Source: an optimization exercise on an open RTL-to-GDS flow (aim: small area, a short achievable clock period and few clock cycles per item). Production flows keep margins and buffers that such runs may drop.
At most, simulation tests tie the RTL to the original design; equivalence was not proved.
Power and IR drop assume default switching activity.

== main ==
Design simple_ALU, start of the top module:
module simple_ALU(input i_clk,
                  input i_rst,
                  input logic  [15:0] i_memData,
                  output logic [15:0] o_memData,
                  output logic [15:0] o_memAddr,
                  output logic o_memWrEnable);
==> flow/config.mk <==
export PLATFORM = sky130hd
export DESIGN_NAME = simple_ALU
export DESIGN_NICKNAME = simple_ALU
export VERILOG_FILES = /design/flow/design.v
export SDC_FILE = /design/flow/constraint.sdc
export NUM_CORES = 4
export LEC_CHECK = 0
export ABC_AREA = 1
export CAP_MARGIN = 20
export CORE_MARGIN = 2
export CORE_UTILIZATION = 40
export CTS_BUF_LIST = sky130_fd_sc_hd__clkbuf_8
export SLEW_MARGIN = 20
export TNS_END_PERCENT = 0
==> flow/constraint.sdc <==
create_clock -name core_clock -period 9.0 [get_ports {i_clk}]
set_input_delay 1.8000 -clock core_clock [delete_from_list [all_inputs] [get_ports {i_clk}]]
set_output_delay 1.8000 -clock core_clock [all_outputs]
set_load 0.01 [all_outputs]
standard.sh (not shown) runs the stock make flow with config.mk's settings and CLKGATE_MAP_FILE= SYNTH_SCRIPT=/design/flow/synth_recipe.tcl, a recipe that flattens the netlist after the stock synthesis.
==> flow/flow/run.sh <==
#!/bin/bash
# Standard layout, with plain buffers (not delay cells) on the ports, the
# timing repair aiming at 6.0 ns of setup slack, and clock tree synthesis
# without dummy loads.
# Full make output goes to standard.log here; ORFS keeps each step's log
# under orfs/logs/.
set -euo pipefail
bash standard.sh "BUFFER_PORTS_ARGS=-buffer_cell sky130_fd_sc_hd__buf_2" SETUP_SLACK_MARGIN=6.0 "CTS_ARGS=-sink_clustering_enable -repair_clock_nets -buf_list sky130_fd_sc_hd__clkbuf_8 -dont_use_dummy_load" finish > standard.log 2>&1
Modified inputs, the feature branch compared to main
==> flow/flow/run.sh <==
#!/bin/bash
# Standard layout, with plain buffers (not delay cells) on the ports and the
# timing repair aiming at 6.15 ns of setup slack.
# Full make output goes to standard.log here; ORFS keeps each step's log
# under orfs/logs/.
set -euo pipefail
bash standard.sh "BUFFER_PORTS_ARGS=-buffer_cell sky130_fd_sc_hd__buf_2" SETUP_SLACK_MARGIN=6.15 finish > standard.log 2>&1
### Flow results
There was hardly any difference in adder-cell share of the synthesized area between the feature branch and main.
Clock network power on the feature branch is up relative to main.
Looking at main and the feature branch, the post-cts hold buffer count is a wash.
Summary of the feature branch over main: first-pass GRT wire length went up; total routed wire length on the met1 layer went up.
Of main and the feature branch, the run reporting the lower switching power share of the total was the feature branch.
For main, the startpoint of the worst setup timing path was i_memData[0], unlike the feature branch, where it was rd[4].
Against main, the feature branch reports a count of placed standard cells in the final layout, fillers left out that is higher.
Relative to main, share of power burned in registers decreased by 2.9 points in the feature branch.
The final routed wirelength across all metal layers number comes out lower for main vs the feature branch.
On synthesis-to-layout area growth: between main and the feature branch, it ends up lower for main.
No run of this note included a check of the RTL's function; only the layout flow was run.

========
## wip/onyx
The RTL this note starts from:
==> flow/design.v <==
`timescale 1ns / 1ns
module simple_ALU(input i_clk,
                  input i_rst,
                  input logic  [15:0] i_memData,
                  output logic [15:0] o_memData,
                  output logic [15:0] o_memAddr,
                  output logic o_memWrEnable);
  localparam logic [1:0] S_FETCH = 2'd0,
                         S_DEC   = 2'd1,
                         S_RD1   = 2'd2,
                         S_RD2   = 2'd3;
  logic [1:0]  state;
  logic [5:0]  rd;         
  logic [5:0]  rs;         
  logic [5:0]  pcn;        
  logic        selRd, selRs, selPc;   
  logic [15:0] wdata;      
  logic        we;         
  logic        first;      
  logic        stale;      
  logic        twoRd;      
  logic        sameRd;     
  logic [15:0] breg;       
  logic        opAdd, opAnd, opOr, opXor, opSh;
  logic        cin;        
  logic        left;       
  logic        arith;      
  wire  [5:0]  addr = ({6{selRd}} & rd) | ({6{selRs}} & rs) | ({6{selPc}} & pcn);
  assign o_memAddr     = {10'd0, addr};
  assign o_memData     = wdata;
  assign o_memWrEnable = we;
  wire [15:0] x = i_memData;
  wire [15:0] y = breg;
  wire [16:0] sum = {x, 1'b1} + {y, cin};
  wire [15:0] xin;
  wire [15:0] u;
  genvar gi;
  generate
    for (gi = 0; gi < 16; gi++) begin : g_rev
      assign xin[gi] = left ? x[15-gi] : x[gi];
      assign u[gi]   = left ? sw[15-gi] : sw[gi];
    end
  endgenerate
  wire        fill = arith & x[15];
  wire [31:0] sww  = {{16{fill}}, xin} >> y[3:0];
  wire [15:0] sw   = sww[15:0];
  wire        big  = |y[15:4];
  wire [15:0] alu = ({16{opAdd}} & sum[16:1])
                  | ({16{opAnd}} & (x & y))
                  | ({16{opOr}}  & (x | y))
                  | ({16{opXor}} & (x ^ y))
                  | ({16{opSh & ~big}} & u)
                  | ({16{arith & big}} & {16{x[15]}});
  wire [15:0] ins   = i_memData;
  wire [2:0]  dFn   = ins[14:12];
  wire [5:0]  dRd   = ins[11:6];
  wire [5:0]  dRs   = ins[5:0];
  wire        dImm  = ins[15];
  wire        aK    = we & (dRd == rd);
  wire        bK    = dImm | (we & (dRs == rd));
  wire        dShift = (dFn == 3'd2) | (dFn == 3'd3) | (dFn == 3'd4);
  wire        dComm  = (dFn == 3'd0) | (dFn[2] & (dFn[1:0] != 2'd0));
  wire        dSub   = (dFn == 3'd1);
  wire        same  = ~aK & ~bK & (dRd == dRs) & ~dShift;
  wire        bOnly = aK & ~bK & dComm;
  wire        two   = ~bK & ~same & ~bOnly;      
  wire        none  = aK & bK;
  wire        inDec = (state == S_DEC);
  wire        bLoad = inDec ? ~stale : (state == S_RD2) & twoRd;
  wire [15:0] bSrc  = inDec ? (dImm ? {10'd0, dRs} : wdata) : i_memData;
  wire [15:0] bNew  = bSrc ^ {16{inDec ? dSub : cin}};
  always_ff @(posedge i_clk) begin
    if (i_rst) begin
      state <= S_FETCH;
      selRd <= 1'b0;
      selRs <= 1'b0;
      selPc <= 1'b1;
      pcn   <= 6'd0;
      we    <= 1'b0;
      first <= 1'b1;
      stale <= 1'b0;
    end else begin
      case (state)
        S_FETCH: begin
          we    <= ~first;
          first <= 1'b0;
          {selRd, selRs, selPc} <= 3'b100;
          pcn   <= pcn + 6'd1;
          stale <= ~first & (rd == pcn);
          state <= S_DEC;
        end
        S_DEC: begin
          we    <= 1'b0;
          if (stale) begin
            stale <= 1'b0;
          end else if (two) begin
            {selRd, selRs, selPc} <= 3'b010;
            state <= S_RD1;
          end else if (none) begin
            {selRd, selRs, selPc} <= 3'b001;
            state <= S_FETCH;
          end else begin
            {selRd, selRs, selPc} <= {~bOnly, bOnly, 1'b0};
            state <= S_RD2;
          end
        end
        S_RD1: begin
          {selRd, selRs, selPc} <= 3'b100;
          state <= S_RD2;
        end
        default: begin   
          {selRd, selRs, selPc} <= 3'b001;
          state <= S_FETCH;
        end
      endcase
    end
  end
  always_ff @(posedge i_clk) wdata <= alu;
  always_ff @(posedge i_clk) rs <= dRs;
  always_ff @(posedge i_clk) begin
    if (bLoad) breg <= bNew;
    case (state)
      S_DEC: begin
        if (!stale) begin
          rd     <= dRd;
          twoRd  <= two;
          sameRd <= same;
          cin    <= dSub;
          opAdd  <= (dFn[2:1] == 2'd0);
          opAnd  <= (dFn == 3'd5);
          opOr   <= (dFn == 3'd6);
          opXor  <= (dFn == 3'd7);
          opSh   <= dShift;
          left   <= (dFn == 3'd4);
          arith  <= (dFn == 3'd2);
        end
      end
      S_RD2: begin
        if (sameRd) begin
          opAdd <= 1'b0;
          opSh  <= opAdd & ~cin;
          left  <= opAdd & ~cin;
          opAnd <= cin | opAnd | opXor;
          opXor <= 1'b0;
          cin   <= 1'b0;
          breg  <= opAnd ? 16'hFFFF : {15'd0, opAdd & ~cin};
        end
      end
      default: ;
    endcase
  end
endmodule
Settings: LEC_CHECK=0, ABC_AREA=1, CAP_MARGIN=20, CORE_MARGIN=2, CORE_UTILIZATION=40, CTS_BUF_LIST=sky130_fd_sc_hd__clkbuf_8, SLEW_MARGIN=20, TNS_END_PERCENT=0; clock period 9.0 ns.
==> flow/flow/run.sh <==
#!/bin/bash
# Standard layout, with plain buffers (not delay cells) on the ports, the
# timing repair aiming at 6.0 ns of setup slack, and clock tree synthesis
# without dummy loads.
# Full make output goes to standard.log here; ORFS keeps each step's log
# under orfs/logs/.
set -euo pipefail
bash standard.sh "BUFFER_PORTS_ARGS=-buffer_cell sky130_fd_sc_hd__buf_2" SETUP_SLACK_MARGIN=6.0 "CTS_ARGS=-sink_clustering_enable -repair_clock_nets -buf_list sky130_fd_sc_hd__clkbuf_8 -dont_use_dummy_load -sink_clustering_size 40 -sink_clustering_max_diameter 200" finish > standard.log 2>&1
Testbench counts of wip/onyx, summed over its fixed seeds: cycles 487,097, instrs 160,000.
Inputs modified between wip/onyx and wip/xenon:
Settings: an added PLACE_DENSITY of 0.8.
==> flow/flow/run.sh <==
#!/bin/bash
# Standard layout, with plain buffers (not delay cells) on the ports, the
# timing repair aiming at 6.0 ns of setup slack, and clock tree synthesis
# without dummy loads.
# Full make output goes to standard.log here; ORFS keeps each step's log
# under orfs/logs/.
set -euo pipefail
bash standard.sh "BUFFER_PORTS_ARGS=-buffer_cell sky130_fd_sc_hd__buf_2" SETUP_SLACK_MARGIN=6.0 "CTS_ARGS=-sink_clustering_enable -repair_clock_nets -buf_list sky130_fd_sc_hd__clkbuf_8 -dont_use_dummy_load" finish > standard.log 2>&1
[summary]
wip/xenon did not stop at any stage, and its layout met the timing, design-rule and antenna checks.
wip/xenon — wire length 9.1% lower, wip/onyx as reference
A start point of the critical path of i_memData[15] is what wip/onyx shows, while i_memData[3] belongs to wip/xenon.
Changes observed in wip/xenon relative to wip/onyx: ratio of final minimum period to clock period moved down, number of cells after detailed placement held, first-iteration detailed-routing DRC count grew by 245, final core utilization went up.
Sequential power: higher on wip/xenon
wip/onyx ended up with sky130_fd_sc_hd__nand2_1 as its slowest stage cell on the critical path; wip/xenon ended up with sky130_fd_sc_hd__ha_4.
The following lists how wip/zinc was set up differently from wip/xenon:
Settings: a deleted PLACE_DENSITY that had been 0.8.
==> run notes <==
Per the final summary, wip/zinc finished and its layout is clean on timing, DRC and antenna. Between wip/zinc and wip/xenon, the sequential cell area figures differ only marginally. Diff wip/xenon -> wip/zinc: fraction of final layout cells with drive strength greater than 1 now smaller; first-iteration detailed-routing DRC count now smaller; core utilization now smaller; iteration count of the initial detailed-routing pass comparable; buffer count excluding the clock tree in the final layout now smaller. wip/zinc — number of global-route vias before repair 52 higher, wip/xenon as reference. wip/zinc vs wip/xenon, launch point of the critical path: i_memData[15] vs i_memData[3]. wip/zinc has less setup slack than wip/xenon. Summary of the comparison: multi-input combinational area share is higher in wip/zinc, relative to wip/xenon. | number of placed instances, taps included | wip/xenon vs wip/zinc | ≈ equal |.
Setup changes, wip/zinc to wip/lagoon
Settings: CELL_PAD_IN_SITES_GLOBAL_PLACEMENT newly set to 0; CELL_PAD_IN_SITES_DETAIL_PLACEMENT newly set to 0.
[summary]
wip/lagoon did not stop at any stage, and its layout met the timing, design-rule and antenna checks. wip/zinc -> wip/lagoon: register fraction of the total cell area flat. ~same count of buffers not belonging to the clock network in the layout in wip/zinc and wip/lagoon. On setup slack of the most critical reg-to-reg path, wip/lagoon tracks wip/zinc almost exactly. Comparing wip/lagoon against wip/zinc, there is no change at all in count of TritonRoute iterations in the first routing pass.

==> separate check: timing with driven ports <==
In the flow no input, the clock included, has a driving cell. The finished layouts below were timed again as built, in two steps. Step 1 assumes that a clkbuf_16 drives the clock port and a buf_2 every other input. Step 2 times the ports against the registers' clock, not the clock port: input delays grow and output delays shrink by t, the midpoint of the rising clock arrivals with the driver on. Slacks: ideal / step 1 / step 2; pairs: ideal / step 1.
run	t, ns	setup WS [ns]	worst register clock-pin slew, ns	worst slew at a driven data input, ns
main	0.411	5.955 / 5.964 / 5.557	0.09 / 0.09	0.03
the feature branch	0.423	6.019 / 5.979 / 5.642	0.09 / 0.09	0.05
wip/onyx	0.387	5.947 / 5.958 / 5.571	0.09 / 0.09	0.03
wip/xenon	0.377	6.016 / 6.003 / 5.633	0.09 / 0.09	0.05
wip/zinc	0.387	5.947 / 5.958 / 5.571	0.09 / 0.09	0.03
wip/lagoon	0.387	5.947 / 5.958 / 5.571	0.09 / 0.09	0.03
After both steps every run listed still meets setup and hold. For main, which loses most, drivers alone change the setup slack by +0.009 ns; drivers and shift together by -0.398 ns.
